This is an optimization exercise on Yosys and OpenROAD, whose aim is a short achievable clock period and few clock cycles, not a production implementation. Where RTL was checked, it was by simulation tests only, not by an equivalence proof against the original. For run 4, only the layout was checked, not whether the RTL still works. Power is estimated from default activity; no workload was simulated.

==> design/flow/design.v <==
module riscv (
    input wire clk,
    input wire rst,   
    input  wire [31:0] inst_i,
    output wire [31:0] inst_addr_o,
    output wire        inst_ce_o,
    input  wire [31:0] data_i,
    output wire        data_we_o,
    output wire        data_ce_o,
    output wire [31:0] data_addr_o,
    output wire [31:0] data_o
);
    reg  [31:0] f_pc;
    reg         f_run;
    reg         btb_v;
    reg  [29:0] btb_tag;
    reg  [11:0] btb_off;
    reg         d_valid;
    reg  [4:0]  d_rs1, d_rs2, d_rd;
    reg  [31:0] d_pc, d_pc4;
    reg  [31:0] d_r1, d_r2;           
    reg  [31:0] d_immpc;              
    reg  [31:0] d_immalu;             
    reg         d_op, d_opimm, d_load, d_store, d_br, d_lui, d_auipc, d_jal, d_jalr;
    reg         d_use1, d_use2, d_useimm, d_wen, d_pred;
    reg  [10:0] d_alu;                
    reg  [5:0]  d_bf;                 
    reg         d_bpred;              
    reg  [11:0] d_boff;
    reg         d_bok;                
    reg         x_valid;
    reg         x_wen, x_load, x_store, x_br, x_jalr, x_pred;
    reg  [4:0]  x_rd;
    reg  [31:0] x_a, x_b, x_s, x_pre, x_alt;
    reg         x_fa, x_fb, x_fs;     
    reg  [10:0] x_alu;
    reg  [5:0]  x_bf;
    reg         m_wen, m_load, m_store;
    reg  [4:0]  m_rd;
    reg  [31:0] m_res, m_sdata;
    reg         w_wen;
    reg  [4:0]  w_rd;
    reg  [31:0] w_data;
    reg  [31:0] rf [1:31];
    localparam A_ADD = 0, A_SUB = 1, A_SLL = 2, A_SLT = 3, A_SLTU = 4, A_XOR = 5,
               A_SRL = 6, A_SRA = 7, A_OR = 8, A_AND = 9, A_PRE = 10;
    localparam B_EQ = 0, B_NE = 1, B_LT = 2, B_GE = 3, B_LTU = 4, B_GEU = 5;
    wire [31:0] wb_data = m_load ? data_i : m_res;
    assign data_addr_o = m_res;
    assign data_o      = m_sdata;
    assign data_we_o   = m_store;
    assign data_ce_o   = m_store | m_load;
    always @(posedge clk) begin
        if (m_wen) rf[m_rd] <= wb_data;
        w_rd   <= m_rd;
        w_data <= wb_data;
    end
    always @(posedge clk or posedge rst) begin
        if (rst) w_wen <= 1'b0;
        else     w_wen <= m_wen;
    end
    wire [31:0] fi  = inst_i;
    wire [4:0]  fop = fi[6:2];
    wire        fok = fi[1:0] == 2'b11;
    wire [2:0]  ff3 = fi[14:12];
    wire        f30 = fi[30];
    wire [4:0]  frs1 = fi[19:15];
    wire [4:0]  frs2 = fi[24:20];
    wire [4:0]  frd  = fi[11:7];
    wire f_op    = fok && fop == 5'b01100;
    wire f_opimm = fok && fop == 5'b00100;
    wire f_load  = fok && fop == 5'b00000;
    wire f_store = fok && fop == 5'b01000;
    wire f_br    = fok && fop == 5'b11000;
    wire f_lui   = fok && fop == 5'b01101;
    wire f_auipc = fok && fop == 5'b00101;
    wire f_jal   = fok && fop == 5'b11011;
    wire f_jalr  = fok && fop == 5'b11001;
    wire f_arith = f_op | f_opimm;
    wire [31:0] fimm_i = {{20{fi[31]}}, fi[31:20]};
    wire [31:0] fimm_s = {{20{fi[31]}}, fi[31:25], fi[11:7]};
    wire [31:0] fimm_b = {{20{fi[31]}}, fi[7], fi[30:25], fi[11:8], 1'b0};
    wire [31:0] fimm_u = {fi[31:12], 12'b0};
    wire [31:0] fimm_j = {{12{fi[31]}}, fi[19:12], fi[20], fi[30:21], 1'b0};
    wire [10:0] f_alu;
    assign f_alu[A_ADD]  = (f_arith & ff3 == 3'b000 & ~(f_op & f30)) | f_load | f_store;
    assign f_alu[A_SUB]  = f_op & ff3 == 3'b000 & f30;
    assign f_alu[A_SLL]  = f_arith & ff3 == 3'b001;
    assign f_alu[A_SLT]  = f_arith & ff3 == 3'b010;
    assign f_alu[A_SLTU] = f_arith & ff3 == 3'b011;
    assign f_alu[A_XOR]  = f_arith & ff3 == 3'b100;
    assign f_alu[A_SRL]  = f_arith & ff3 == 3'b101 & ~f30;
    assign f_alu[A_SRA]  = f_arith & ff3 == 3'b101 & f30;
    assign f_alu[A_OR]   = f_arith & ff3 == 3'b110;
    assign f_alu[A_AND]  = f_arith & ff3 == 3'b111;
    assign f_alu[A_PRE]  = f_lui | f_auipc | f_jal | f_jalr;
    wire [5:0] f_bf;
    assign f_bf[B_EQ]  = ff3 == 3'b000;
    assign f_bf[B_NE]  = ff3 == 3'b001;
    assign f_bf[B_LT]  = ff3 == 3'b100;
    assign f_bf[B_GE]  = ff3 == 3'b101;
    assign f_bf[B_LTU] = ff3 == 3'b110;
    assign f_bf[B_GEU] = ff3 == 3'b111;
    wire [31:0] f_r1 = (frs1 == 5'd0) ? 32'd0 : rf[frs1];
    wire [31:0] f_r2 = (frs2 == 5'd0) ? 32'd0 : rf[frs2];
    wire [31:0] d_target = d_pc + d_immpc;
    wire [31:0] rs1_val = (m_wen && m_rd == d_rs1) ? wb_data :
                          (w_wen && w_rd == d_rs1) ? w_data : d_r1;
    wire [31:0] rs2_val = (m_wen && m_rd == d_rs2) ? wb_data :
                          (w_wen && w_rd == d_rs2) ? w_data : d_r2;
    wire load_use = d_valid && x_valid && x_load &&
                    ((d_use1 && x_rd == d_rs1) || (d_use2 && x_rd == d_rs2));
    wire btb_ok   = d_bok && d_immpc[12:1] == d_boff;
    wire d_redir  = d_valid && !load_use && (d_bpred ? !btb_ok : d_pred);
    wire [31:0] d_rtarget = d_pred ? d_target : d_pc4;
    wire btb_ins  = d_valid && !load_use && d_bok && !(d_bpred && btb_ok);
    wire c00 = ~x_fa & ~x_fb;
    wire c10 =  x_fa & ~x_fb;
    wire c01 = ~x_fa &  x_fb;
    wire c11 =  x_fa &  x_fb;
    wire [31:0] a = x_fa ? m_res : x_a;
    wire [31:0] b = x_fb ? m_res : x_b;
    wire [31:0] s = x_fs ? m_res : x_s;
    wire [31:0] sum00 = x_a + x_b;
    wire [31:0] sum10 = m_res + x_b;
    wire [31:0] sum01 = x_a + m_res;
    wire [31:0] sum11 = {m_res[30:0], 1'b0};
    wire [31:0] sum = ({32{c00}} & sum00) | ({32{c10}} & sum10) |
                      ({32{c01}} & sum01) | ({32{c11}} & sum11);
    wire [31:0] dif00 = x_a - x_b;
    wire [31:0] dif10 = m_res - x_b;
    wire [31:0] dif01 = x_a - m_res;
    wire [31:0] dif = ({32{c00}} & dif00) | ({32{c10}} & dif10) | ({32{c01}} & dif01);
    wire ltu00 = x_a < x_b;
    wire ltu10 = m_res < x_b;
    wire ltu01 = x_a < m_res;
    wire lt00  = (x_a[31] ^ x_b[31]) ? x_a[31] : ltu00;
    wire lt10  = (m_res[31] ^ x_b[31]) ? m_res[31] : ltu10;
    wire lt01  = (x_a[31] ^ m_res[31]) ? x_a[31] : ltu01;
    wire eq00  = x_a == x_b;
    wire eq10  = m_res == x_b;
    wire eq01  = x_a == m_res;
    wire ltu = (c00 & ltu00) | (c10 & ltu10) | (c01 & ltu01);
    wire lt  = (c00 & lt00) | (c10 & lt10) | (c01 & lt01);
    wire t00 = (x_bf[B_EQ] & eq00) | (x_bf[B_NE] & ~eq00) | (x_bf[B_LT] & lt00) |
               (x_bf[B_GE] & ~lt00) | (x_bf[B_LTU] & ltu00) | (x_bf[B_GEU] & ~ltu00);
    wire t10 = (x_bf[B_EQ] & eq10) | (x_bf[B_NE] & ~eq10) | (x_bf[B_LT] & lt10) |
               (x_bf[B_GE] & ~lt10) | (x_bf[B_LTU] & ltu10) | (x_bf[B_GEU] & ~ltu10);
    wire t01 = (x_bf[B_EQ] & eq01) | (x_bf[B_NE] & ~eq01) | (x_bf[B_LT] & lt01) |
               (x_bf[B_GE] & ~lt01) | (x_bf[B_LTU] & ltu01) | (x_bf[B_GEU] & ~ltu01);
    wire t11 = x_bf[B_EQ] | x_bf[B_GE] | x_bf[B_GEU];
    wire taken = (c00 & t00) | (c10 & t10) | (c01 & t01) | (c11 & t11);
    wire signed [31:0] a_s = a;
    wire [31:0] shl = a << b[4:0];
    wire [31:0] shr = a >> b[4:0];
    wire [31:0] sha = a_s >>> b[4:0];
    wire [31:0] result =
        ({32{x_alu[A_ADD]}}  & sum) |
        ({32{x_alu[A_SUB]}}  & dif) |
        ({32{x_alu[A_SLL]}}  & shl) |
        ({32{x_alu[A_SLT]}}  & {31'd0, lt}) |
        ({32{x_alu[A_SLTU]}} & {31'd0, ltu}) |
        ({32{x_alu[A_XOR]}}  & (a ^ b)) |
        ({32{x_alu[A_SRL]}}  & shr) |
        ({32{x_alu[A_SRA]}}  & sha) |
        ({32{x_alu[A_OR]}}   & (a | b)) |
        ({32{x_alu[A_AND]}}  & (a & b)) |
        ({32{x_alu[A_PRE]}}  & x_pre);
    wire x_mispred = x_valid & x_br & (taken ^ x_pred);
    wire x_jr      = x_valid & x_jalr;
    wire x_redir   = x_mispred | x_jr;
    wire [31:0] x_target = x_jalr ? {sum[31:1], 1'b0} : x_alt;
    assign inst_addr_o = f_pc;
    assign inst_ce_o   = f_run;
    wire [31:0] f_pc4  = f_pc + 32'd4;
    wire        f_hit  = btb_v && btb_tag == f_pc[31:2];
    wire [31:0] f_btgt = f_pc + {{19{btb_off[11]}}, btb_off, 1'b0};
    always @(posedge clk or posedge rst) begin
        if (rst) begin
            f_pc  <= 32'd0;
            f_run <= 1'b0;
        end else begin
            f_run <= 1'b1;
            if (x_redir)
                f_pc <= x_target;
            else if (load_use || !f_run)
                f_pc <= f_pc;
            else if (d_redir)
                f_pc <= d_rtarget;
            else if (f_hit)
                f_pc <= f_btgt;
            else
                f_pc <= f_pc4;
        end
    end
    always @(posedge clk or posedge rst) begin
        if (rst) begin
            btb_v <= 1'b0;
        end else if (btb_ins) begin
            btb_v <= 1'b1;
        end
    end
    always @(posedge clk) begin
        if (btb_ins) begin
            btb_tag <= d_pc[31:2];
            btb_off <= d_immpc[12:1];
        end
    end
    always @(posedge clk or posedge rst) begin
        if (rst) begin
            d_valid <= 1'b0;
        end else if (x_redir) begin
            d_valid <= 1'b0;
        end else if (!load_use) begin
            d_valid <= f_run && !d_redir;
        end
    end
    always @(posedge clk) begin
        if (load_use) begin
            d_r1 <= rs1_val;
            d_r2 <= rs2_val;
        end else begin
            d_rs1    <= frs1;
            d_rs2    <= frs2;
            d_rd     <= frd;
            d_pc     <= f_pc;
            d_pc4    <= f_pc4;
            d_r1     <= f_r1;
            d_r2     <= f_r2;
            d_immpc  <= f_jal ? fimm_j : (f_br ? fimm_b : fimm_u);
            d_immalu <= f_store ? fimm_s : fimm_i;
            d_op     <= f_op;
            d_opimm  <= f_opimm;
            d_load   <= f_load;
            d_store  <= f_store;
            d_br     <= f_br;
            d_lui    <= f_lui;
            d_auipc  <= f_auipc;
            d_jal    <= f_jal;
            d_jalr   <= f_jalr;
            d_use1   <= f_arith | f_load | f_store | f_br | f_jalr;
            d_use2   <= f_op | f_store | f_br;
            d_useimm <= f_opimm | f_load | f_store | f_jalr;
            d_wen    <= (f_arith | f_load | f_lui | f_auipc | f_jal | f_jalr) && frd != 5'd0;
            d_pred   <= f_jal | (f_br & fi[31]);
            d_alu    <= f_alu;
            d_bf     <= f_bf;
            d_bpred  <= f_hit;
            d_boff   <= btb_off;
            d_bok    <= f_br & fi[31];
        end
    end
    always @(posedge clk or posedge rst) begin
        if (rst) begin
            x_valid <= 1'b0;
        end else begin
            x_valid <= d_valid && !load_use && !x_redir;
        end
    end
    wire fwd_ok = x_valid && x_wen && !x_load;
    always @(posedge clk) begin
        x_wen   <= d_wen;
        x_load  <= d_load;
        x_store <= d_store;
        x_br    <= d_br;
        x_jalr  <= d_jalr;
        x_pred  <= d_pred;
        x_rd    <= d_rd;
        x_a     <= rs1_val;
        x_b     <= d_useimm ? d_immalu : rs2_val;
        x_s     <= rs2_val;
        x_pre   <= d_lui ? d_immpc : (d_auipc ? d_target : d_pc4);
        x_alt   <= d_pred ? d_pc4 : d_target;
        x_fa    <= fwd_ok && x_rd == d_rs1;
        x_fb    <= fwd_ok && x_rd == d_rs2 && !d_useimm;
        x_fs    <= fwd_ok && x_rd == d_rs2;
        x_alu   <= d_alu;
        x_bf    <= d_bf;
    end
    always @(posedge clk or posedge rst) begin
        if (rst) begin
            m_wen   <= 1'b0;
            m_load  <= 1'b0;
            m_store <= 1'b0;
        end else begin
            m_wen   <= x_valid & x_wen;
            m_load  <= x_valid & x_load;
            m_store <= x_valid & x_store;
        end
    end
    always @(posedge clk) begin
        m_rd    <= x_rd;
        m_res   <= result;
        m_sdata <= s;
    end
endmodule
==> design/flow/run.sh <==
#!/bin/bash
# synth_recipe.tcl (not shown) runs the flow's synth.tcl, then flattens the netlist and writes it again
# the make line also repeats each setting of config.mk as NAME=value (left out here)
make -C /OpenROAD-flow-scripts/flow DESIGN_CONFIG=/design/flow/config.mk WORK_HOME=/design/flow/orfs CLKGATE_MAP_FILE= SYNTH_SCRIPT=/design/flow/synth_recipe.tcl finish
==> design/flow/config.mk <==
export PLATFORM = sky130hd
export DESIGN_NAME = riscv
export DESIGN_NICKNAME = riscv
export VERILOG_FILES = /design/flow/design.v
export SDC_FILE = /design/flow/constraint.sdc
export NUM_CORES = 4
export LEC_CHECK = 0
export ABC_CLOCK_PERIOD_IN_PS = 2500
export CAP_MARGIN = 20
export CORE_MARGIN = 2
export CORE_UTILIZATION = 40
export SETUP_SLACK_MARGIN = 5
export SLEW_MARGIN = 20
==> design/flow/constraint.sdc <==
create_clock -name core_clock -period 8.0 [get_ports {clk}]
set_input_delay 1.6000 -clock core_clock [delete_from_list [all_inputs] [get_ports {clk}]]
set_output_delay 1.6000 -clock core_clock [all_outputs]
set_load 0.01 [all_outputs]
==> results of run 1 <==
==> worst max-delay path by stage <==
stage	to	slack, ps
after floorplan	d_r2[22]	4600
after global placement	f_pc[21]	3090
after detailed placement	f_pc[21]	2970
after CTS	f_pc[18]	4290
after global routing	f_pc[9]	4160
final	m_res[27]	4210
==> power groups by stage <==
stage	Combinational [mW]	Clock, mW	Sequential (mW)
after CTS	6.24	8.30	9.74
after global placement	5.21	0	9.97
after global routing	7.23	8.61	9.79
final	6.94	8.21	9.78
after floorplan	3.50	0	9.74
after detailed placement	5.21	0	9.98
==> critical path, cell delays in order, from the launching register on <==
cell	delay, ps
dfxtp_2	490
ha_4	280
nor4_4	330
o211ai_1	160
a21o_4	230
a2111oi_4	640
o21ai_4	200
o41ai_4	310
xnor2_1	110
mux4_2	540
a221oi_2	260
nand3_1	100
==> synthesized netlist by cell type, types with 24 or more instances <==
library cell	count	area, um2
dfrtp_1	40	1000
a21o_1	85	638
xnor2_1	213	1870
buf_2	30	150
a21oi_1	503	2520
nand2_1	547	2050
xor2_1	78	683
o21ai_1	41	205
edfxtp_1	1195	35900
inv_1	263	987
ha_1	315	3940
clkbuf_1	353	1330
nor3_1	75	375
a211oi_1	67	503
mux2i_1	348	3480
nand4_1	56	350
a22oi_1	39	293
dfxtp_1	361	7230
o21ai_0	344	1720
o21a_1	34	255
a21boi_0	39	293
buf_1	97	364
nor4_1	41	257
a221oi_1	32	280
nor2_1	519	1950
o22ai_1	58	363
mux4_2	571	12900
o211ai_1	57	428
o21bai_1	55	413
o2bb2ai_1	29	254
nor2b_1	56	350
and2_1	26	163
o31ai_1	31	233
a31oi_1	29	181
nand3_1	86	430
mux2_2	75	845
nand2b_1	49	307
and3_1	24	150
or3_1	29	181
==> repair_timing <==
item | 4_1_cts | 5_1_grt
setup buffers | 303 | 177
setup endpoints to repair | 611 | 830
resized for setup | 1303 | 399
gates cloned | 25 | 17
hold buffers | 0 | 0
pin swaps | 143 | 170
==> cell families after synthesis <==
kind of cell,after synthesis,synth area share
compound gates,1656,0.119
buf+inv,771,0.0334
mux,995,0.194
xor+xnor,292,0.0290
flops,1596,0.498
fa+ha+maj,323,0.0463
other cells,1,0.0000423
simple gates,1581,0.0803
==> flip-flops by register name, indices dropped and copies added (netlist names), 6 cells and up <==
name / count
f_pc: 32
d_bf: 6
x_a: 32
d_r2: 32
m_sdata: 32
rf: 992
btb_off: 12
d_pc: 32
x_s: 32
m_res: 32
x_b: 32
btb_tag: 30
x_pre: 32
x_bf: 6
d_pc4: 30
d_r1: 32
d_immpc: 31
d_immalu: 11
d_alu: 11
x_alu: 11
x_alt: 32
w_data: 32
d_boff: 12
==> per-stage QoR <==
step,cell area (um2),hold WS (ps),cells,setup slack [ps]
final,110000,340,10900,4210
after global routing,110000,344,10900,4160
after CTS,107000,337,10600,4290
after detailed placement,94300,328,10000,2970
after global placement,94300,326,10000,3090
after floorplan,90200,323,7215,4600
==> layout make-up <==
cell class / count / share of cell area
Inverter: 286 / 0.0104
Antenna cell: 10 / 0.000227
Clock buffer: 227 / 0.0420
Tap cell: 2958 / 0.0335
Timing Repair Buffer: 837 / 0.0780
Clock inverter: 88 / 0.00970
Multi-Input combinational cell: 4852 / 0.424
Sequential cell: 1596 / 0.402
==> layer usage <==
metal,vias up,part of all wire,global-route usage
met5,-,0.00036,0.00216
met4,12,0.078,0.190
met3,1136,0.10,0.0666
met2,4501,0.46,0.505
met1,34900,0.36,0.385
li1,28800,-,-
==> metrics.csv, run 1 <==
stage;metric;value;unit
status;status;finished clean;
sta;Tightest Pin Transition;1190;ps
drt;initial DRC count;10400;
synth;Syn Area/Cell;12.3;um2
die;die span in y;475;um
cts;Root Driver;clkbuf_16;
sta;Final Cycle Share;0.474;
sta;Rel. slew slack;0.199;
die;DIE AREA;225000;um2
placed_design;# port buffers;164;
synth;Post-Syn Area;88600;um2
synth;YS warnings;1;
synth;Top FF cell, synth;edfxtp_1;
sta;Max Slew Vio Count;0;
global_routing;global route total overflow;0;
die;Row Count;172;
placed_design;GP Congestion;1.07;
sta;maximum clock rate;264;MHz
cells_and_area;Layout Utilization;0.502;
cells_and_area;most frequent cells in the layout;1195 x edfxtp_1, 571 x mux4_2, 529 x nand2_1;
worst_setup_path;R2R Path End;m_res[27];
worst_setup_path;reg-to-reg critical path startpoint;x_a[10];
die;Initial Util;0.403;
cells_and_area;P&R area growth vs syn;24.6;%
power;clock group share of total power;0.329;
die;core box area;220000;um2
die;total I/O pin count;165;
drt;DRT Pass-1 Iters;8;
cts;Clock Path Buffers;3;
power;Net Sw Power;8.02;mW
cts;clk slew on worst S/H paths;70;ps
worst_setup_path;Critical Path AT;4490;ps
sta;minimum clock period;3790;ps
cells_and_area;fillcell total;18900;
worst_setup_path;Critical Path Start;x_a[10];
power;Gate power share;0.278;
drt;DRC violations left;0;
synth;register area share after synthesis;0.498;
cts;worst-skew pair later-pin latency;860;ps
global_routing;largest net degree at the start of global routing;108;
global_routing;number of global-route vias before repair;66000;
power;register share of total power;0.392;
hold_path;Hold Path End;x_jalr;
synth;Post-synth ARST share;0.0251;
sta;RSZ-0062 raised after global routing;true;
power;Switching Share;0.322;
cts;cts bufs inserted;168;
worst_setup_path;crit start category;flop;
power;LEAKAGE;39.5;nW
synth;Distinct cells, synth;99;
hold_path;Hold Crit Depth;0;
die;Die X;475;um
worst_setup_path;Worst Path Required;8700;ps
sta;Fin Setup TNS;0;ps
cts;CTS tree;done;
cells_and_area;register area;44400;um2
cells_and_area;multi-input logic area;46800;um2
run;max-capacitance violation count;0;
cts;clk sink count;1596;
global_routing;first-pass GRT wire length;501000;um
sta;Hold Fails Final Rpt;0;
drt;final wirelength;366000;um
power;Int Pwr;16.9;mW
synth;cells after synthesis;7215;
drt;WL per Instance;33.7;um
worst_setup_path;critical setup path kind;reg2reg;
synth;register bit count reported by yosys;1596;
worst_setup_path;Worst Path Max Fanout;7;
worst_setup_path;R2R cell count;11;
global_routing;initial antenna violation count;19;
worst_setup_path;FF-to-FF setup slack;4210;ps
cts;htree depth;4;
power;PD cells;226;nW/um2
placed_design;hpwl dp;227000;um
power;Peak VDD IR;236;uV
cells_and_area;post-layout net count;8130;
drt;Vias;69400;
hold_path;start point of the worst hold path;d_jalr;
worst_setup_path;CP Capture Type;flop;
cells_and_area;commonest non-fill, non-tap cell in the layout;edfxtp_1;
global_routing;All-Layer GR Usage;0.313;
synth;EDFF count, synth;1195;
sta;final setup fails;0;
sta;skew final;70.6;ps
synth;Synth Net Count;7604;
hold_path;Hold Path Class;reg2reg;
cells_and_area;share of cells above drive strength 1;0.325;
drt;antenna-violating nets left;0;
power;overall power;24.9;mW
drt;Via density;6.40;
Testbench counts, summed over its fixed seeds: cycles 52,866.
==> run 2: changes to the inputs <==
--- a/design/flow/design.v
+++ b/design/flow/design.v
@@ -35,7 +35,7 @@
     reg         x_fa, x_fb, x_fs;     
     reg  [10:0] x_alu;
     reg  [5:0]  x_bf;
-    reg         m_wen, m_load, m_store;
+    reg         m_wen, m_load, m_store, m_ce;
     reg  [4:0]  m_rd;
     reg  [31:0] m_res, m_sdata;
     reg         w_wen;
@@ -49,15 +49,14 @@
     assign data_addr_o = m_res;
     assign data_o      = m_sdata;
     assign data_we_o   = m_store;
-    assign data_ce_o   = m_store | m_load;
+    assign data_ce_o   = m_ce;
     always @(posedge clk) begin
         if (m_wen) rf[m_rd] <= wb_data;
         w_rd   <= m_rd;
         w_data <= wb_data;
     end
-    always @(posedge clk or posedge rst) begin
-        if (rst) w_wen <= 1'b0;
-        else     w_wen <= m_wen;
+    always @(posedge clk) begin
+        w_wen <= m_wen;
     end
     wire [31:0] fi  = inst_i;
     wire [4:0]  fop = fi[6:2];
@@ -103,7 +102,8 @@
     assign f_bf[B_GEU] = ff3 == 3'b111;
     wire [31:0] f_r1 = (frs1 == 5'd0) ? 32'd0 : rf[frs1];
     wire [31:0] f_r2 = (frs2 == 5'd0) ? 32'd0 : rf[frs2];
-    wire [31:0] d_target = d_pc + d_immpc;
+    wire [31:0] d_target = d_pc + d_immpc;       
+    wire [31:0] d_auipc_val = {d_pc[31:12] + d_immpc[31:12], d_pc[11:0]};
     wire [31:0] rs1_val = (m_wen && m_rd == d_rs1) ? wb_data :
                           (w_wen && w_rd == d_rs1) ? w_data : d_r1;
     wire [31:0] rs2_val = (m_wen && m_rd == d_rs2) ? wb_data :
@@ -269,7 +269,7 @@
         x_a     <= rs1_val;
         x_b     <= d_useimm ? d_immalu : rs2_val;
         x_s     <= rs2_val;
-        x_pre   <= d_lui ? d_immpc : (d_auipc ? d_target : d_pc4);
+        x_pre   <= d_lui ? d_immpc : (d_auipc ? d_auipc_val : d_pc4);
         x_alt   <= d_pred ? d_pc4 : d_target;
         x_fa    <= fwd_ok && x_rd == d_rs1;
         x_fb    <= fwd_ok && x_rd == d_rs2 && !d_useimm;
@@ -277,16 +277,11 @@
         x_alu   <= d_alu;
         x_bf    <= d_bf;
     end
-    always @(posedge clk or posedge rst) begin
-        if (rst) begin
-            m_wen   <= 1'b0;
-            m_load  <= 1'b0;
-            m_store <= 1'b0;
-        end else begin
-            m_wen   <= x_valid & x_wen;
-            m_load  <= x_valid & x_load;
-            m_store <= x_valid & x_store;
-        end
+    always @(posedge clk) begin
+        m_wen   <= x_valid & x_wen;
+        m_load  <= x_valid & x_load;
+        m_store <= x_valid & x_store;
+        m_ce    <= x_valid & (x_load | x_store);
     end
     always @(posedge clk) begin
         m_rd    <= x_rd;
==> run 2 against run 1 <==
Still clean. Core utilization about the same. Hold slack worse by 34 ps. Die area fell by 0.17%. Sequential power hardly changed. Synthesized cell count shrank 0.28%. Register-to-register slack lost 190 ps. Cell area is 0.11% lower. Flip-flop and latch count increased by 1. Global-route usage fell by 0.55 points. Routed wire length decreased by 2.2%. First-iteration DRC count decreased by 10%. Cell count decreased by 0.37%. Largest cell class unchanged.
==> metrics.csv, run 2 <==
stage;metric;value;unit
power;Int Pwr;17.1;mW
worst_setup_path;FF-to-FF setup slack;4010;ps
run;max-capacitance violation count;0;
power;Net Sw Power;8.24;mW
worst_setup_path;CP peak stage delay;470;ps
synth;Syn Area/Cell;12.3;um2
placed_design;hpwl dp;234000;um
cells_and_area;Layout Utilization;0.502;
worst_setup_path;critical path's slowest cell;o311a_4;
global_routing;global route total overflow;0;
synth;Post-Syn Area;88500;um2
die;die span in y;474;um
global_routing;M3 GR Usage;0.0558;
drt;DRC violations left;0;
cells_and_area;max reg flops;992;
die;DIE AREA;225000;um2
placed_design;GP Congestion;1.02;
power;Peak VDD IR;203;uV
synth;post-synth top area share;0.406;
drt;WL per Instance;33.1;um
sta;Fin Setup TNS;0;ps
synth;Synth Net Count;7585;
global_routing;initial antenna violation count;12;
power;Switching Share;0.325;
global_routing;All-Layer GR Usage;0.308;
cells_and_area;post-layout net count;8083;
hold_path;start point of the worst hold path;d_load;
worst_setup_path;crit start category;flop;
die;Initial Util;0.403;
die;Die X;474;um
worst_setup_path;Critical Path AT;4730;ps
synth;cells after synthesis;7195;
cells_and_area;fillcell total;18600;
synth;cell taking the most area after synthesis;edfxtp_1;
drt;Via density;6.26;
hold_path;Hold Crit Depth;0;
synth;EDFF count, synth;1195;
synth;register bit count reported by yosys;1597;
power;overall power;25.4;mW
global_routing;met2 usage;0.485;
power;register share of total power;0.386;
synth;register area share after synthesis;0.499;
placed_design;Inst Count DP;9997;
worst_setup_path;Worst Path Required;8740;ps
drt;DRT Pass-1 Iters;5;
cts;CTS tree;done;
cells_and_area;commonest non-fill, non-tap cell in the layout;edfxtp_1;
sta;RSZ-0062 raised after global routing;true;
cts;clk slew on worst S/H paths;60;ps
drt;antenna-violating nets left;0;
hold_path;Hold Path End;x_load;
cells_and_area;Layout Cells excl Fill;10800;
synth;most common cell in the netlist;edfxtp_1;
global_routing;routing usage on met1;0.404;
status;status;finished clean;
sta;Tightest Pin Transition;1230;ps
cts;Clock Path Buffers;3;
global_routing;number of global-route vias before repair;65000;
cells_and_area;multi-input logic area;46700;um2
worst_setup_path;R2R Path End;f_pc[25];
cts;worst-skew pair later-pin latency;890;ps
die;core box area;220000;um2
synth;YS warnings;1;
sta;maximum clock rate;251;MHz
sta;Rel. slew slack;0.179;
power;PD cells;230;nW/um2
drt;Vias;67700;
worst_setup_path;R2R cell count;15;
cells_and_area;register area;44400;um2
cells_and_area;share of cells above drive strength 1;0.332;
worst_setup_path;critical path cell sequence;inv_2, ha_4, o21ai_0, o21ai_2, a41oi_2, o311a_4, a31o_4, mux2i_2, o32ai_2, nand4_1, mux2i_4, nor2_4, buf_12, clkinv_8, mux2_2;
worst_setup_path;critical setup path kind;reg2reg;
cts;cts bufs inserted;173;
die;Row Count;172;
hold_path;Hold Path Class;reg2reg;
die;total I/O pin count;165;
power;LEAKAGE;39.4;nW
power;Gate power share;0.281;
worst_setup_path;reg-to-reg critical path startpoint;m_res[19];
sta;Hold Fails Final Rpt;0;
power;clock group share of total power;0.333;
global_routing;Top Usage Layer GRT;met2;
synth;Top FF cell, synth;edfxtp_1;
worst_setup_path;CP Capture Type;flop;
sta;Final Cycle Share;0.498;
worst_setup_path;Worst Path Max Fanout;6;
synth;Synth area leaders;edfxtp_1 41%, mux4_2 15%, dfxtp_1 8.3%;
cts;clk sink count;1597;
drt;final wirelength;358000;um
sta;final setup fails;0;
cells_and_area;P&R area growth vs syn;24.6;%
cells_and_area;most frequent cells in the layout;1195 x edfxtp_1, 575 x mux4_2, 472 x nand2_1;
synth;Distinct cells, synth;98;
placed_design;# port buffers;164;
global_routing;largest net degree at the start of global routing;102;
cts;Root Driver;clkbuf_16;
sta;minimum clock period;3990;ps
sta;skew final;69.8;ps
global_routing;first-pass GRT wire length;492000;um
synth;top post-synthesis cells by count;1195 x edfxtp_1, 575 x mux4_2, 534 x nor2_1;
drt;initial DRC count;9299;
cells_and_area;largest register by flop count;rf;
synth;Post-synth ARST share;0.0225;
cts;htree depth;4;
sta;Max Slew Vio Count;0;
run 2: cell types whose count changed in the layout (fill, tap and decap cells not counted), sizes merged, moves of 13 or more:
cell,change
xor2,+21
nor2,+16
o21a,-13
xnor2,+15
clkinv,+26
buf,-14
o211ai,-17
nor3,+16
mux2i,-63
a21oi,+16
a31oi,+21
nand3,+16
nand2,-45
run 2: power groups by stage:
| stage | Sequential [mW] | Clock (mW) | Combinational (mW) |
|---|---|---|---|
| 2_1_floorplan | 9.74 | 0 | 3.54 |
| 3_3_place_gp | 9.97 | 0 | 5.44 |
| 3_5_place_dp | 9.99 | 0 | 5.42 |
| 4_1_cts | 9.76 | 8.53 | 6.40 |
| 5_1_grt | 9.81 | 8.86 | 7.46 |
| 6_report | 9.79 | 8.45 | 7.12 |
run 2: critical path, delay by kind of cell (launching register included):
| family | cells | cell delay [ps] |
|---|---|---|
| and+or+nand+nor | 2 | 670 |
| DFF | 1 | 400 |
| muxes | 3 | 810 |
| AOI/OAI and AO/OA | 6 | 1400 |
| adders and majority gates | 1 | 280 |
| buffers and inverters | 3 | 310 |
run 2: stage by stage:
stage | instance area [um2] | worst slack (ps) | hold slack [ps]
after floorplan | 89900 | 4640 | 323
after global placement | 94200 | 2580 | 324
after detailed placement | 94200 | 2500 | 327
after CTS | 106000 | 4070 | 311
after global routing | 110000 | 3990 | 322
final | 110000 | 4010 | 306
run 2: layout make-up:
| type | count | area share |
|---|---|---|
| diodes | 10 | 0.000227 |
| clock buffers | 221 | 0.0427 |
| clock inverters | 107 | 0.0118 |
| inverters | 282 | 0.0103 |
| multi-input cells | 4828 | 0.423 |
| flip-flops and latches | 1597 | 0.402 |
| well taps | 2958 | 0.0336 |
| repair buffers | 811 | 0.0758 |
run 2: worst max path at each step:
stage	startpoint	cells after the start	endpoint
2_1_floorplan	inst_i[20]	7	d_r2[11]
3_3_place_gp	m_res[29]	14	f_pc[25]
3_5_place_dp	m_res[29]	14	f_pc[25]
4_1_cts	x_a[0]	18	f_pc[25]
5_1_grt	x_a[0]	18	f_pc[12]
6_report	m_res[19]	15	f_pc[25]
run 2: kinds of logic (layout without fill, tap and decap cells):
logic type	after synthesis	count (layout)	share of synthesized area
buffers and inverters	773	1421	0.0338
adder cells (fa/ha/maj)	324	324	0.0466
AO/OA/AOI/OAI	1664	1664	0.119
flip-flops	1597	1597	0.499
XOR/XNOR	327	327	0.0324
multiplexers	941	941	0.189
other	1	11	0.0000424
AND/OR/NAND/NOR	1568	1571	0.0802
run 2: routing by layer:
metal,part of all wire,vias up
li1,-,28700
met1,0.38,34500
met2,0.46,3763
met3,0.091,819
met4,0.065,4
met5,0.000075,-
run 2: timing repair:
item,CTS,global route
hold endpoints to repair,0,0
buffers inserted,261,185
pin swaps,151,194
cloned,21,12
gates resized for setup,1312,523
endpoints found under the setup margin,452,340
hold buffers,0,0
Testbench counts of run 2, summed over its fixed seeds: cycles 52,866.
==> run 3: changes to the inputs <==
--- a/design/flow/design.v
+++ b/design/flow/design.v
@@ -26,10 +26,11 @@
     reg  [10:0] d_alu;                
     reg  [5:0]  d_bf;                 
     reg         d_bpred;              
+    reg         d_bnop, d_bskip;      
     reg  [11:0] d_boff;
     reg         d_bok;                
     reg         x_valid;
-    reg         x_wen, x_load, x_store, x_br, x_jalr, x_pred;
+    reg         x_wen, x_load, x_store, x_br, x_jalr, x_pred, x_skip;
     reg  [4:0]  x_rd;
     reg  [31:0] x_a, x_b, x_s, x_pre, x_alt;
     reg         x_fa, x_fb, x_fs;     
@@ -167,6 +168,7 @@
         ({32{x_alu[A_AND]}}  & (a & b)) |
         ({32{x_alu[A_PRE]}}  & x_pre);
     wire x_mispred = x_valid & x_br & (taken ^ x_pred);
+    wire x_kill    = x_valid & x_skip & taken;    
     wire x_jr      = x_valid & x_jalr;
     wire x_redir   = x_mispred | x_jr;
     wire [31:0] x_target = x_jalr ? {sum[31:1], 1'b0} : x_alt;
@@ -248,21 +250,25 @@
             d_bpred  <= f_hit;
             d_boff   <= btb_off;
             d_bok    <= f_br & fi[31];
+            d_bnop   <= f_br & fimm_b == 32'd4;
+            d_bskip  <= f_br & fimm_b == 32'd8;
         end
     end
     always @(posedge clk or posedge rst) begin
         if (rst) begin
             x_valid <= 1'b0;
         end else begin
-            x_valid <= d_valid && !load_use && !x_redir;
+            x_valid <= d_valid && !load_use && !x_redir && !x_kill;
         end
     end
     wire fwd_ok = x_valid && x_wen && !x_load;
+    wire skip_ok = d_bskip && !d_bpred && !(f_jal || (f_br && fi[31]) || f_hit);
     always @(posedge clk) begin
         x_wen   <= d_wen;
         x_load  <= d_load;
         x_store <= d_store;
-        x_br    <= d_br;
+        x_br    <= d_br & !d_bnop & !skip_ok;
+        x_skip  <= skip_ok;
         x_jalr  <= d_jalr;
         x_pred  <= d_pred;
         x_rd    <= d_rd;
==> run 3 against run 2 <==
Still clean on timing, DRC and antenna. Maximum frequency shrank 2.2%. Register-to-register slack worse by 90 ps. Die area increased by 0.73%. Core utilization fell by 0.66 points. Routed wire length up 2.5%. First-iteration DRC count rose by 4.7%. Worst setup slack got worse by 90 ps. Non-clock buffer count decreased by 89. Clock power fell by 2%. Flip-flop and latch count rose by 3. Area after synthesis grew 0.74%. Critical endpoint is now f_pc[26]. Largest power group unchanged.
==> metrics.csv, run 3 <==
stage;metric;value;unit
worst_setup_path;critical path's slowest cell;o41ai_4;
cells_and_area;commonest non-fill, non-tap cell in the layout;edfxtp_1;
worst_setup_path;crit start category;flop;
sta;maximum clock rate;245;MHz
drt;Via density;6.41;
power;clock group share of total power;0.327;
worst_setup_path;cell depth of the worst setup path;14;
cts;Clock Path Buffers;3;
worst_setup_path;Worst Path Required;8790;ps
run;max-capacitance violation count;0;
sta;worst hold margin;328;ps
synth;register area share after synthesis;0.496;
worst_setup_path;Critical Path Start;x_b[11];
synth;cell taking the most area after synthesis;edfxtp_1;
worst_setup_path;FF-to-FF setup slack;3920;ps
status;status;finished clean;
drt;DRC violations left;0;
synth;Synth area leaders;edfxtp_1 40%, mux4_2 15%, dfxtp_1 8.2%;
drt;initial DRC count;9733;
cells_and_area;most frequent cells in the layout;1197 x edfxtp_1, 589 x mux4_2, 464 x nor2_1;
sta;skew final;71.4;ps
die;Row Count;173;
worst_setup_path;CP top delay family;compound AO/OA/AOI/OAI gates;
worst_setup_path;reg-to-reg critical path startpoint;x_b[11];
placed_design;hpwl dp;229000;um
synth;Distinct cells, synth;99;
global_routing;global route total overflow;0;
sta;Tightest Pin Transition;1200;ps
synth;Post-Syn Area;89100;um2
worst_setup_path;CP peak stage delay;720;ps
hold_path;Hold Path Class;reg2reg;
cells_and_area;max reg flops;992;
sta;minimum clock period;4080;ps
cts;cts bufs inserted;170;
power;LEAKAGE;38.7;nW
sta;Rel. slew slack;0.190;
sta;setup ws final;3920;ps
cells_and_area;P&R area growth vs syn;23.3;%
worst_setup_path;WP buf/inv;2;
placed_design;GP Congestion;1.03;
power;Int Pwr;17.0;mW
cts;CTS tree;done;
worst_setup_path;CP Capture Type;flop;
worst_setup_path;critical path cell sequence;inv_1, ha_4, nor3_2, nand2_1, a2111o_1, and2_4, o41ai_4, buf_4, a41oi_4, o211ai_2, nand2_1, o2111a_1, o41ai_4, mux2_4;
power;Peak VDD IR;182;uV
power;Net Sw Power;8.30;mW
synth;EDFF count, synth;1197;
drt;WL per Instance;34.1;um
worst_setup_path;R2R Path End;f_pc[26];
sta;Max Slew Vio Count;0;
placed_design;# port buffers;164;
synth;Post-synth ARST share;0.0225;
global_routing;first-pass GRT wire length;501000;um
cells_and_area;share of cells above drive strength 1;0.314;
synth;post-synth top area share;0.403;
synth;Top FF cell, synth;edfxtp_1;
cts;clk sink count;1600;
die;core box area;222000;um2
synth;Syn Area/Cell;12.4;um2
worst_setup_path;Worst Path Max Fanout;8;
drt;DRT Pass-1 Iters;8;
cts;worst-skew pair later-pin latency;880;ps
placed_design;Placed Instance Area;94800;um2
worst_setup_path;R2R cell count;14;
cells_and_area;cell area after layout;110000;um2
placed_design;pre-CTS setup slack;2780;ps
cts;clk slew on worst S/H paths;60;ps
drt;final wirelength;367000;um
power;register share of total power;0.389;
synth;register bit count reported by yosys;1600;
worst_setup_path;Critical Path AT;4870;ps
sta;Final Cycle Share;0.510;
synth;YS warnings;1;
synth;cells after synthesis;7200;
global_routing;initial antenna violation count;14;
cts;Hold-fix buffers, CTS;0;
die;Initial Util;0.402;
cts;htree depth;4;
worst_setup_path;critical setup path kind;reg2reg;
sta;Hold Fails Final Rpt;0;
power;Switching Share;0.328;
global_routing;All-Layer GR Usage;0.312;
die;DIE AREA;227000;um2
cts;Root Driver;clkbuf_16;
sta;RSZ-0062 raised after global routing;true;
cells_and_area;fillcell total;19000;
sta;final setup fails;0;
power;PD cells;230;nW/um2
drt;Vias;68900;
cells_and_area;post-layout net count;8013;
cells_and_area;largest register by flop count;rf;
synth;Synth Net Count;7590;
global_routing;number of global-route vias before repair;65800;
sta;Fin Setup TNS;0;ps
global_routing;largest net degree at the start of global routing;81;
die;Die X;476;um
synth;most common cell in the netlist;edfxtp_1;
synth;top post-synthesis cells by count;1197 x edfxtp_1, 589 x mux4_2, 525 x nor2_1;
power;Gate power share;0.285;
worst_setup_path;crit path capture;f_pc[26];
die;total I/O pin count;165;
drt;antenna-violating nets left;0;
die;die span in y;476;um
==> run 3: changes by cell type after synthesis, sizes merged, moves of 13 or more <==
cell,previous run,this run
nand2,501,446
nand3,102,84
inv,273,292
or3,20,33
o21ai,378,405
o211ai,40,67
mux2i,285,333
nor3,92,106
mux4,575,589
a21o,96,79
a21oi,519,504
==> run 3: area by class of cell <==
cell class                 count  area [um2]  share of cell area
multi-input combinational   4829       46700               0.425
sequential                  1600       44500               0.405
timing repair buffer         722        7900              0.0719
clock buffer                 225        4630              0.0422
tap                         2975        3720              0.0339
inverter                     299        1220              0.0111
clock inverter                96        1190              0.0109
antenna                        9        22.5            0.000205
timing repair inverter         1        8.76           0.0000797
==> run 3: logic make-up after synthesis <==
kind of cell / synth area share
fa+ha+maj: 0.0462
xor+xnor: 0.0307
compound gates: 0.120
simple gates: 0.0775
other cells: 0.0000421
mux: 0.196
flops: 0.496
buf+inv: 0.0336
==> run 3: metrics by stage <==
step                power [mW]   util  cells
global placement          15.5  0.427  10000
CTS                       24.7  0.482  10600
floorplan                 13.4      -   7200
detailed placement        15.5  0.427  10000
finish                    25.3  0.495  10800
global route              26.0  0.495  10800
==> run 3: repair_timing <==
action	4_1_cts	5_1_grt
gates cloned	25	22
pin swaps	148	136
endpoints found under the setup margin	543	297
buffers inserted	269	106
gates resized for setup	1298	371
==> run 3: power by group through the flow <==
stage	Combinational [mW]	Clock, mW	Sequential (mW)
final	7.20	8.26	9.83
after CTS	6.56	8.33	9.80
after floorplan	3.65	0	9.79
after detailed placement	5.50	0	10.0
after global placement	5.50	0	10.0
after global routing	7.52	8.66	9.83
==> run 3: worst min path at each step <==
stage	from	to	slack, ps	cells past startpoint
after floorplan	d_alu[0]	x_alu[0]	320	0
after global placement	d_wen	x_wen	330	0
after detailed placement	d_alu[9]	x_alu[9]	330	0
after CTS	d_wen	x_wen	330	0
after global routing	d_wen	x_wen	330	0
final	d_wen	x_wen	330	0
==> run 3: metal layers <==
metal  global-route usage  vias up  routed length [um]
li1                     -    28700                   -
met1                0.406    34900              136000
met2                0.482     4368              166000
met3               0.0594      994               37200
met4                0.193        4               27700
met5                    0        -                  28
Testbench counts of run 3, summed over its fixed seeds: cycles 52,414.
==> run 4: changes to the inputs <==
--- a/design/flow/design.v
+++ b/design/flow/design.v
@@ -112,8 +112,10 @@
     wire load_use = d_valid && x_valid && x_load &&
                     ((d_use1 && x_rd == d_rs1) || (d_use2 && x_rd == d_rs2));
     wire btb_ok   = d_bok && d_immpc[12:1] == d_boff;
-    wire d_redir  = d_valid && !load_use && (d_bpred ? !btb_ok : d_pred);
-    wire [31:0] d_rtarget = d_pred ? d_target : d_pc4;
+    wire jr_early = d_jalr && x_valid && x_wen && x_alu[A_PRE] && x_rd == d_rs1;
+    wire [31:0] jr_sum = x_pre + d_immalu;
+    wire d_redir  = d_valid && !load_use && (jr_early || (d_bpred ? !btb_ok : d_pred));
+    wire [31:0] d_rtarget = jr_early ? {jr_sum[31:1], 1'b0} : (d_pred ? d_target : d_pc4);
     wire btb_ins  = d_valid && !load_use && d_bok && !(d_bpred && btb_ok);
     wire c00 = ~x_fa & ~x_fb;
     wire c10 =  x_fa & ~x_fb;
@@ -269,7 +271,7 @@
         x_store <= d_store;
         x_br    <= d_br & !d_bnop & !skip_ok;
         x_skip  <= skip_ok;
-        x_jalr  <= d_jalr;
+        x_jalr  <= d_jalr & !jr_early;
         x_pred  <= d_pred;
         x_rd    <= d_rd;
         x_a     <= rs1_val;
--- a/design/flow/config.mk
+++ b/design/flow/config.mk
@@ -8,6 +8,7 @@
 export ABC_CLOCK_PERIOD_IN_PS = 2500
 export CAP_MARGIN = 20
 export CORE_MARGIN = 2
-export CORE_UTILIZATION = 40
+export CORE_UTILIZATION = 55
+export PLACE_DENSITY = 0.75
 export SETUP_SLACK_MARGIN = 5
 export SLEW_MARGIN = 20
==> run 4 against run 3 <==
Still clean. Maximum frequency up 3.4%. Clock-buffer cell count down 1. Core utilization up 19 points. Highest routed layer unchanged.
==> metrics.csv, run 4 <==
stage;metric;value;unit
drt;antenna-violating nets left;0;
synth;register bit count reported by yosys;1600;
synth;most common cell in the netlist;edfxtp_1;
cts;CTS tree;done;
sta;Hold Fails Final Rpt;0;
sta;setup ws final;4060;ps
sta;maximum clock rate;254;MHz
cts;Clock Path Buffers;3;
drt;Via density;7.34;
placed_design;hpwl dp;241000;um
cells_and_area;most frequent cells in the layout;1197 x edfxtp_1, 582 x mux4_2, 501 x nand2_1;
cts;Root Driver;clkbuf_16;
synth;top post-synthesis cells by count;1197 x edfxtp_1, 582 x mux4_2, 537 x a21oi_1;
die;DIE AREA;168000;um2
global_routing;number of global-route vias before repair;72000;
global_routing;met2 usage;0.656;
synth;YS warnings;1;
worst_setup_path;critical path's slowest cell;a311o_1;
synth;cells after synthesis;7460;
die;core box area;164000;um2
sta;Fin Setup TNS;0;ps
cells_and_area;largest register by flop count;rf;
sta;Final Cycle Share;0.493;
cells_and_area;commonest non-fill, non-tap cell in the layout;edfxtp_1;
hold_path;Hold Path Class;reg2reg;
cells_and_area;cell area after layout;112000;um2
global_routing;All-Layer GR Usage;0.455;
drt;DRT Pass-1 Iters;9;
cells_and_area;fillcell total;11400;
power;PD cells;232;nW/um2
synth;Top FF cell, synth;edfxtp_1;
synth;Distinct cells, synth;103;
cells_and_area;share of cells above drive strength 1;0.318;
worst_setup_path;R2R cell count;15;
global_routing;M3 GR Usage;0.150;
drt;WL per Instance;38.4;um
sta;Max Slew Vio Count;0;
global_routing;largest net degree at the start of global routing;85;
drt;DRC violations left;0;
worst_setup_path;Worst Path Max Fanout;7;
synth;post-synth top area share;0.396;
worst_setup_path;critical setup path kind;reg2reg;
die;total I/O pin count;165;
sta;minimum clock period;3940;ps
status;status;finished clean;
cts;clk slew on worst S/H paths;60;ps
placed_design;pre-CTS setup slack;2730;ps
synth;Synth Net Count;7881;
synth;Post-Syn Area;90700;um2
power;LEAKAGE;40.2;nW
sta;Rel. slew slack;0.145;
global_routing;routing usage on met1;0.589;
worst_setup_path;Critical Path AT;4670;ps
sta;final setup fails;0;
cts;Hold-fix buffers, CTS;0;
placed_design;GP Congestion;1.04;
cts;cts bufs inserted;167;
cts;clk sink count;1600;
synth;register area share after synthesis;0.487;
placed_design;Placed Instance Area;95800;um2
die;Die X;410;um
die;Initial Util;0.552;
cells_and_area;post-layout net count;8404;
worst_setup_path;crit start category;flop;
worst_setup_path;CP peak stage delay;450;ps
synth;Syn Area/Cell;12.2;um2
sta;Tightest Pin Transition;1280;ps
placed_design;# port buffers;164;
cells_and_area;max reg flops;992;
drt;final wirelength;397000;um
cells_and_area;P&R area growth vs syn;23.7;%
synth;Synth area leaders;edfxtp_1 40%, mux4_2 14%, dfxtp_1 8.1%;
die;Row Count;149;
drt;initial DRC count;13300;
worst_setup_path;Worst Path Required;8730;ps
synth;EDFF count, synth;1197;
global_routing;first-pass GRT wire length;540000;um
worst_setup_path;CP Capture Type;flop;
worst_setup_path;critical path cell sequence;inv_2, ha_4, and4_4, and3_4, o31ai_4, a311o_1, a31oi_4, a2bb2oi_4, mux2i_2, nor3_2, a2111oi_4, buf_6, buf_12, nand2_1, o32a_1;
hold_path;Hold Crit Depth;0;
synth;Post-synth ARST share;0.0225;
synth;cell taking the most area after synthesis;edfxtp_1;
cts;htree depth;4;
drt;Vias;75900;
power;Peak VDD IR;249;uV
cts;worst-skew pair later-pin latency;870;ps
run;max-capacitance violation count;0;
sta;RSZ-0062 raised after global routing;true;
global_routing;Top Usage Layer GRT;met2;
die;die span in y;410;um
global_routing;global route total overflow;0;
sta;skew final;85.0;ps
global_routing;initial antenna violation count;28;
## run 4: changes by cell type in the layout (fill, tap and decap cells not counted), moves of 14 or more
cell / before / now
xnor2_1: 209 / 231
o21ai_0: 261 / 278
o21ai_1: 65 / 51
buf_6: 114 / 148
o21bai_1: 44 / 29
buf_4: 382 / 466
ha_1: 210 / 228
ha_4: 75 / 98
buf_2: 39 / 22
nor2b_1: 49 / 64
nand2_1: 434 / 501
a21oi_1: 414 / 446
## run 4: layout make-up
| class | instances | area [um2] | share of cell area |
|---|---|---|---|
| repair buffers | 849 | 9140 | 0.0814 |
| clock buffers | 224 | 4620 | 0.0411 |
| inverters | 299 | 1230 | 0.0109 |
| flip-flops and latches | 1600 | 44500 | 0.396 |
| diodes | 20 | 50.0 | 0.000446 |
| clock inverters | 87 | 1020 | 0.00906 |
| multi-input cells | 5066 | 48900 | 0.436 |
| well taps | 2189 | 2740 | 0.0244 |
## run 4: critical path, delay by kind of cell, from the launching register on
kind / cells / cell delay, ps
AOI/OAI and AO/OA: 6 / 1720
and+or+nand+nor: 4 / 660
buffers and inverters: 3 / 420
DFF: 1 / 400
adders and majority gates: 1 / 310
muxes: 1 / 310
## run 4: worst paths after layout
check	slack, ps	startpoint	endpoint
setup / recovery	4060	x_b[10]	f_pc[30]
hold / removal	320	d_alu[1]	x_alu[1]
setup reg to reg	4060	x_b[10]	f_pc[30]
hold reg to reg	320	d_alu[1]	x_alu[1]
max in group asynchronous	6280	rst	f_pc[24]
min in group asynchronous	1220	rst	btb_v
## run 4: logic make-up (layout without fill, tap and decap cells)
family                     Yosys count  in the layout  share of synthesized area
other                                1             21                  0.0000413
DFF                               1600           1600                      0.487
muxes                              969            969                      0.188
buffers and inverters              794           1459                     0.0338
xor gates and xnor gates           346            346                     0.0334
and+or+nand+nor                   1612           1612                     0.0814
adders and majority gates          355            355                     0.0498
AOI/OAI and AO/OA                 1783           1783                      0.126
## run 4: repair_timing
item | in CTS | in global routing
setup buffers | 324 | 145
endpoints found under the setup margin | 458 | 314
cloned | 28 | 17
gates resized for setup | 1362 | 362
pin swaps | 162 | 159
## run 4: power by group
part           switching, mW  internal [mW]  total [mW]
Sequential             0.542           9.35        9.89
Combinational           4.79           3.27        8.07
Clock                   3.61           4.52        8.13
## run 4: routing by layer
| layer | vias up | share of wire |
|---|---|---|
| met5 | - | 0.00030 |
| met4 | 16 | 0.085 |
| met3 | 1823 | 0.15 |
| met2 | 7155 | 0.42 |
| met1 | 37100 | 0.35 |
| li1 | 29800 | - |
## run 4: through the flow
stage	util	hold WS [ps]	power, mW	std cells
after CTS	0.664	321	25.2	10200
after global placement	0.582	323	16.0	9484
final	0.683	319	26.1	10300
after detailed placement	0.582	329	16.0	9488
after global routing	0.682	328	26.6	10300
after floorplan	-	323	13.7	7460
==> run 5: changes to the inputs <==
--- a/design/flow/design.v
+++ b/design/flow/design.v
@@ -12,9 +12,6 @@
 );
     reg  [31:0] f_pc;
     reg         f_run;
-    reg         btb_v;
-    reg  [29:0] btb_tag;
-    reg  [11:0] btb_off;
     reg         d_valid;
     reg  [4:0]  d_rs1, d_rs2, d_rd;
     reg  [31:0] d_pc, d_pc4;
@@ -25,10 +22,8 @@
     reg         d_use1, d_use2, d_useimm, d_wen, d_pred;
     reg  [10:0] d_alu;                
     reg  [5:0]  d_bf;                 
-    reg         d_bpred;              
+    reg         d_fpred;              
     reg         d_bnop, d_bskip;      
-    reg  [11:0] d_boff;
-    reg         d_bok;                
     reg         x_valid;
     reg         x_wen, x_load, x_store, x_br, x_jalr, x_pred, x_skip;
     reg  [4:0]  x_rd;
@@ -111,12 +106,10 @@
                           (w_wen && w_rd == d_rs2) ? w_data : d_r2;
     wire load_use = d_valid && x_valid && x_load &&
                     ((d_use1 && x_rd == d_rs1) || (d_use2 && x_rd == d_rs2));
-    wire btb_ok   = d_bok && d_immpc[12:1] == d_boff;
     wire jr_early = d_jalr && x_valid && x_wen && x_alu[A_PRE] && x_rd == d_rs1;
     wire [31:0] jr_sum = x_pre + d_immalu;
-    wire d_redir  = d_valid && !load_use && (jr_early || (d_bpred ? !btb_ok : d_pred));
+    wire d_redir  = d_valid && !load_use && (jr_early || (d_pred && !d_fpred));
     wire [31:0] d_rtarget = jr_early ? {jr_sum[31:1], 1'b0} : (d_pred ? d_target : d_pc4);
-    wire btb_ins  = d_valid && !load_use && d_bok && !(d_bpred && btb_ok);
     wire c00 = ~x_fa & ~x_fb;
     wire c10 =  x_fa & ~x_fb;
     wire c01 = ~x_fa &  x_fb;
@@ -177,8 +170,15 @@
     assign inst_addr_o = f_pc;
     assign inst_ce_o   = f_run;
     wire [31:0] f_pc4  = f_pc + 32'd4;
-    wire        f_hit  = btb_v && btb_tag == f_pc[31:2];
-    wire [31:0] f_btgt = f_pc + {{19{btb_off[11]}}, btb_off, 1'b0};
+    wire        f_isgn  = fi[31];
+    wire [8:0]  f_jlo   = {1'b0, f_pc[7:0]} + {1'b0, fimm_j[7:0]};
+    wire [8:0]  f_blo   = {1'b0, f_pc[7:0]} + {1'b0, fimm_b[7:0]};
+    wire        f_jnear = fimm_j[20:8] == {13{f_isgn}} && f_jlo[8] == f_isgn;
+    wire        f_bnear = fimm_b[12:8] == {5{f_isgn}} && f_blo[8] == f_isgn;
+    wire        f_jp    = f_jal & f_jnear;
+    wire        f_bp    = f_br & f_isgn & f_bnear;
+    wire        f_fpred = f_jp | f_bp;
+    wire [31:0] f_btgt  = {f_pc[31:8], f_jal ? f_jlo[7:0] : f_blo[7:0]};
     always @(posedge clk or posedge rst) begin
         if (rst) begin
             f_pc  <= 32'd0;
@@ -191,23 +191,10 @@
                 f_pc <= f_pc;
             else if (d_redir)
                 f_pc <= d_rtarget;
-            else if (f_hit)
+            else if (f_fpred)
                 f_pc <= f_btgt;
             else
                 f_pc <= f_pc4;
-        end
-    end
-    always @(posedge clk or posedge rst) begin
-        if (rst) begin
-            btb_v <= 1'b0;
-        end else if (btb_ins) begin
-            btb_v <= 1'b1;
-        end
-    end
-    always @(posedge clk) begin
-        if (btb_ins) begin
-            btb_tag <= d_pc[31:2];
-            btb_off <= d_immpc[12:1];
         end
     end
     always @(posedge clk or posedge rst) begin
@@ -249,9 +236,7 @@
             d_pred   <= f_jal | (f_br & fi[31]);
             d_alu    <= f_alu;
             d_bf     <= f_bf;
-            d_bpred  <= f_hit;
-            d_boff   <= btb_off;
-            d_bok    <= f_br & fi[31];
+            d_fpred  <= f_fpred;
             d_bnop   <= f_br & fimm_b == 32'd4;
             d_bskip  <= f_br & fimm_b == 32'd8;
         end
@@ -264,7 +249,7 @@
         end
     end
     wire fwd_ok = x_valid && x_wen && !x_load;
-    wire skip_ok = d_bskip && !d_bpred && !(f_jal || (f_br && fi[31]) || f_hit);
+    wire skip_ok = d_bskip && !(f_jal || (f_br && fi[31]));
     always @(posedge clk) begin
         x_wen   <= d_wen;
         x_load  <= d_load;
--- a/design/flow/config.mk
+++ b/design/flow/config.mk
@@ -8,7 +8,6 @@
 export ABC_CLOCK_PERIOD_IN_PS = 2500
 export CAP_MARGIN = 20
 export CORE_MARGIN = 2
-export CORE_UTILIZATION = 55
-export PLACE_DENSITY = 0.75
+export CORE_UTILIZATION = 40
 export SETUP_SLACK_MARGIN = 5
 export SLEW_MARGIN = 20
==> run 5 against run 4 <==
Largest power group unchanged. Hold slack gained 22 ps. Clock skew is 34 ps lower. Still clean on timing, DRC and antenna. Largest cell class unchanged. Critical endpoint unchanged. Cell count increased by 2.5%. First-iteration DRC count decreased by 33%. Highest routed layer unchanged. Core utilization is 18 points lower.
==> metrics.csv, run 5 <==
stage;metric;value;unit
status;status;finished clean;
worst_setup_path;Most Frequent Cell on Critical Path;nor2_1;
worst_setup_path;critical setup path kind;reg2reg;
die;DIE AREA;222000;um2
worst_setup_path;WP buf/inv;2;
placed_design;Placed Instance Area;92800;um2
sta;worst hold margin;341;ps
drt;WL per Instance;34.1;um
power;PD cells;229;nW/um2
placed_design;hpwl dp;227000;um
cts;worst-skew pair later-pin latency;870;ps
cts;Root Driver;clkbuf_16;
sta;Max Slew Vio Count;0;
worst_setup_path;R2R Path End;f_pc[30];
worst_setup_path;crit start category;flop;
drt;initial DRC count;8935;
sta;Final Cycle Share;0.505;
cells_and_area;cell area after layout;108000;um2
drt;antenna-violating nets left;0;
synth;Post-synth ARST share;0.0227;
placed_design;# port buffers;164;
synth;top post-synthesis cells by count;1142 x edfxtp_1, 585 x mux4_2, 506 x nand2_1;
synth;Synth area leaders;edfxtp_1 39%, mux4_2 15%, dfxtp_1 8.4%;
synth;YS warnings;1;
synth;EDFF count, synth;1142;
die;core box area;217000;um2
sta;skew final;50.8;ps
worst_setup_path;Worst Path Required;8730;ps
synth;Distinct cells, synth;115;
synth;cells after synthesis;7107;
global_routing;number of global-route vias before repair;66200;
cells_and_area;max reg flops;992;
sta;final setup fails;0;
global_routing;All-Layer GR Usage;0.312;
cts;Hold-fix buffers, CTS;0;
cells_and_area;share of cells above drive strength 1;0.328;
cells_and_area;commonest non-fill, non-tap cell in the layout;edfxtp_1;
cts;clk sink count;1544;
synth;post-synth top area share;0.393;
placed_design;Inst Count DP;9816;
global_routing;initial antenna violation count;13;
cells_and_area;largest register by flop count;rf;
sta;maximum clock rate;248;MHz
drt;DRT Pass-1 Iters;6;
synth;most common cell in the netlist;edfxtp_1;
synth;Top FF cell, synth;edfxtp_1;
worst_setup_path;CP Capture Type;flop;
worst_setup_path;FF-to-FF setup slack;3960;ps
power;LEAKAGE;38.8;nW
cells_and_area;post-layout net count;7999;
hold_path;Hold Path Class;reg2reg;
global_routing;first-pass GRT wire length;496000;um
worst_setup_path;critical path cell sequence;inv_1, ha_4, buf_4, nor2_1, a211oi_1, nor2_1, or4_1, a311o_1, a31oi_1, a21oi_1, xnor2_1, a22oi_2, o211ai_1, a32o_1;
hold_path;start point of the worst hold path;d_rd[0];
worst_setup_path;CP peak stage delay;460;ps
sta;setup ws final;3960;ps
worst_setup_path;R2R cell count;14;
hold_path;Hold Crit Depth;0;
sta;Tightest Pin Transition;1230;ps
cts;CTS tree;done;
synth;register bit count reported by yosys;1544;
power;overall power;24.8;mW
sta;Hold Fails Final Rpt;0;
drt;Via density;6.44;
hold_path;Hold Path End;x_rd[0];
cts;Clock Path Buffers;3;
synth;register area share after synthesis;0.487;
drt;final wirelength;361000;um
worst_setup_path;CP top delay family;compound AO/OA/AOI/OAI gates;
cells_and_area;Layout Utilization;0.499;
die;Initial Util;0.402;
die;Die X;471;um
drt;Vias;68200;
synth;cell taking the most area after synthesis;edfxtp_1;
synth;Syn Area/Cell;12.3;um2
cells_and_area;Layout Cells excl Fill;10600;
worst_setup_path;Critical Path AT;4760;ps
cells_and_area;P&R area growth vs syn;24.2;%
drt;DRC violations left;0;
placed_design;GP Congestion;1.03;
power;Peak VDD IR;260;uV
synth;Post-Syn Area;87300;um2
sta;Rel. slew slack;0.182;
die;total I/O pin count;165;
sta;minimum clock period;4040;ps
synth;Synth Net Count;7511;
die;Row Count;171;
worst_setup_path;Worst Path Max Fanout;6;
cts;cts bufs inserted;165;
die;die span in y;471;um
sta;RSZ-0062 raised after global routing;true;
cts;htree depth;4;
sta;Fin Setup TNS;0;ps
global_routing;global route total overflow;0;
cts;clk slew on worst S/H paths;60;ps
worst_setup_path;reg-to-reg critical path startpoint;x_b[21];
run;max-capacitance violation count;0;
global_routing;largest net degree at the start of global routing;90;
placed_design;pre-CTS setup slack;2380;ps
worst_setup_path;critical path's slowest cell;o211ai_1;
cells_and_area;most frequent cells in the layout;1142 x edfxtp_1, 585 x mux4_2, 484 x nand2_1;
[run 5: cell count changes in the layout (fill, tap and decap cells not counted), moves of 32 or more]
cell and delta:
a21oi_1 -56, nor2_1 -32, xnor2_1 -32, edfxtp_1 -55, buf_4 -40
[run 5: per-layer routing]
| layer | wire length, um | part of all wire | global-route usage |
|---|---|---|---|
| met5 | 29 | 0.000080 | 0 |
| met4 | 28800 | 0.080 | 0.202 |
| met1 | 133000 | 0.37 | 0.392 |
| met3 | 33000 | 0.091 | 0.0521 |
| met2 | 167000 | 0.46 | 0.498 |
[run 5: what timing repair did]
action | in CTS | in global routing
pin swaps | 164 | 168
buffers inserted | 296 | 118
gates cloned | 32 | 20
hold endpoints to repair | 0 | 0
gates resized for setup | 1407 | 359
setup endpoints to repair | 586 | 315
[run 5: layout make-up]
type / count / area (um2)
clock buffers: 206 / 4430
clock inverters: 100 / 1120
flip-flops and latches: 1544 / 42800
repair inverters: 2 / 15.0
multi-input cells: 4786 / 46600
diodes: 9 / 22.5
well taps: 2854 / 3570
fillers: 18500 / 109000
repair buffers: 792 / 8670
inverters: 304 / 1220
[run 5: worst max-delay path by stage]
| stage | end | slack [ps] | depth (start not counted) | from |
|---|---|---|---|---|
| after global placement | f_pc[31] | 2410 | 13 | inst_i[5] |
| final | f_pc[30] | 3960 | 14 | x_b[21] |
| after detailed placement | f_pc[31] | 2380 | 13 | inst_i[5] |
| after global routing | f_pc[26] | 3940 | 18 | m_res[0] |
| after floorplan | f_pc[31] | 3860 | 12 | inst_i[9] |
| after CTS | f_pc[8] | 4080 | 16 | m_res[0] |
[run 5: cells by family (layout without fill, tap and decap cells)]
family | count (synthesis) | after routing | synth area share
DFF | 1544 | 1544 | 0.487
adders and majority gates | 338 | 338 | 0.0494
AOI/OAI and AO/OA | 1634 | 1634 | 0.121
xor gates and xnor gates | 294 | 294 | 0.0295
muxes | 996 | 996 | 0.199
other | 1 | 10 | 0.0000429
and+or+nand+nor | 1523 | 1523 | 0.0792
buffers and inverters | 777 | 1404 | 0.0349
[run 5: power breakdown]
part | internal (mW) | switching (mW)
sequential | 9.04 | 0.504
combinational | 3.08 | 4.29
clock | 4.54 | 3.39
Testbench counts of run 5, summed over its fixed seeds: cycles 50,859.

static timing again, ports no longer ideal:
In the flow no input, the clock included, has a driving cell. The finished layouts below were timed again as built, in two steps. Step 1 sets driving cells, clkbuf_16 on the clock port and buf_2 on the other inputs (assumed; they add their load-dependent delay and slew). Step 2 moves the port delays by t, midway between the first and last clock arrival at a register: inputs arrive t later, outputs are due t later. That takes back most of the time a late clock gives input paths. Three values: ideal ports, drivers, drivers and shift; two values: the first two.
run | shift t [ns] | setup slack, ns | worst data-port slew with drivers (ns)
run 1 | 0.924 | 4.206 / 4.206 / 3.909 | 0.28
run 2 | 0.943 | 4.013 / 4.013 / 3.778 | 0.48
run 3 | 0.950 | 3.923 / 3.923 / 3.923 | 0.29
run 4 | 0.921 | 4.059 / 4.059 / 3.858 | 0.28
run 5 | 0.932 | 3.961 / 3.953 / 3.021 | 0.35
After both steps setup and hold are still met in every run listed. The setup slack of run 5, which loses most, moves by -0.008 ns with the drivers and by -0.940 ns with both steps.
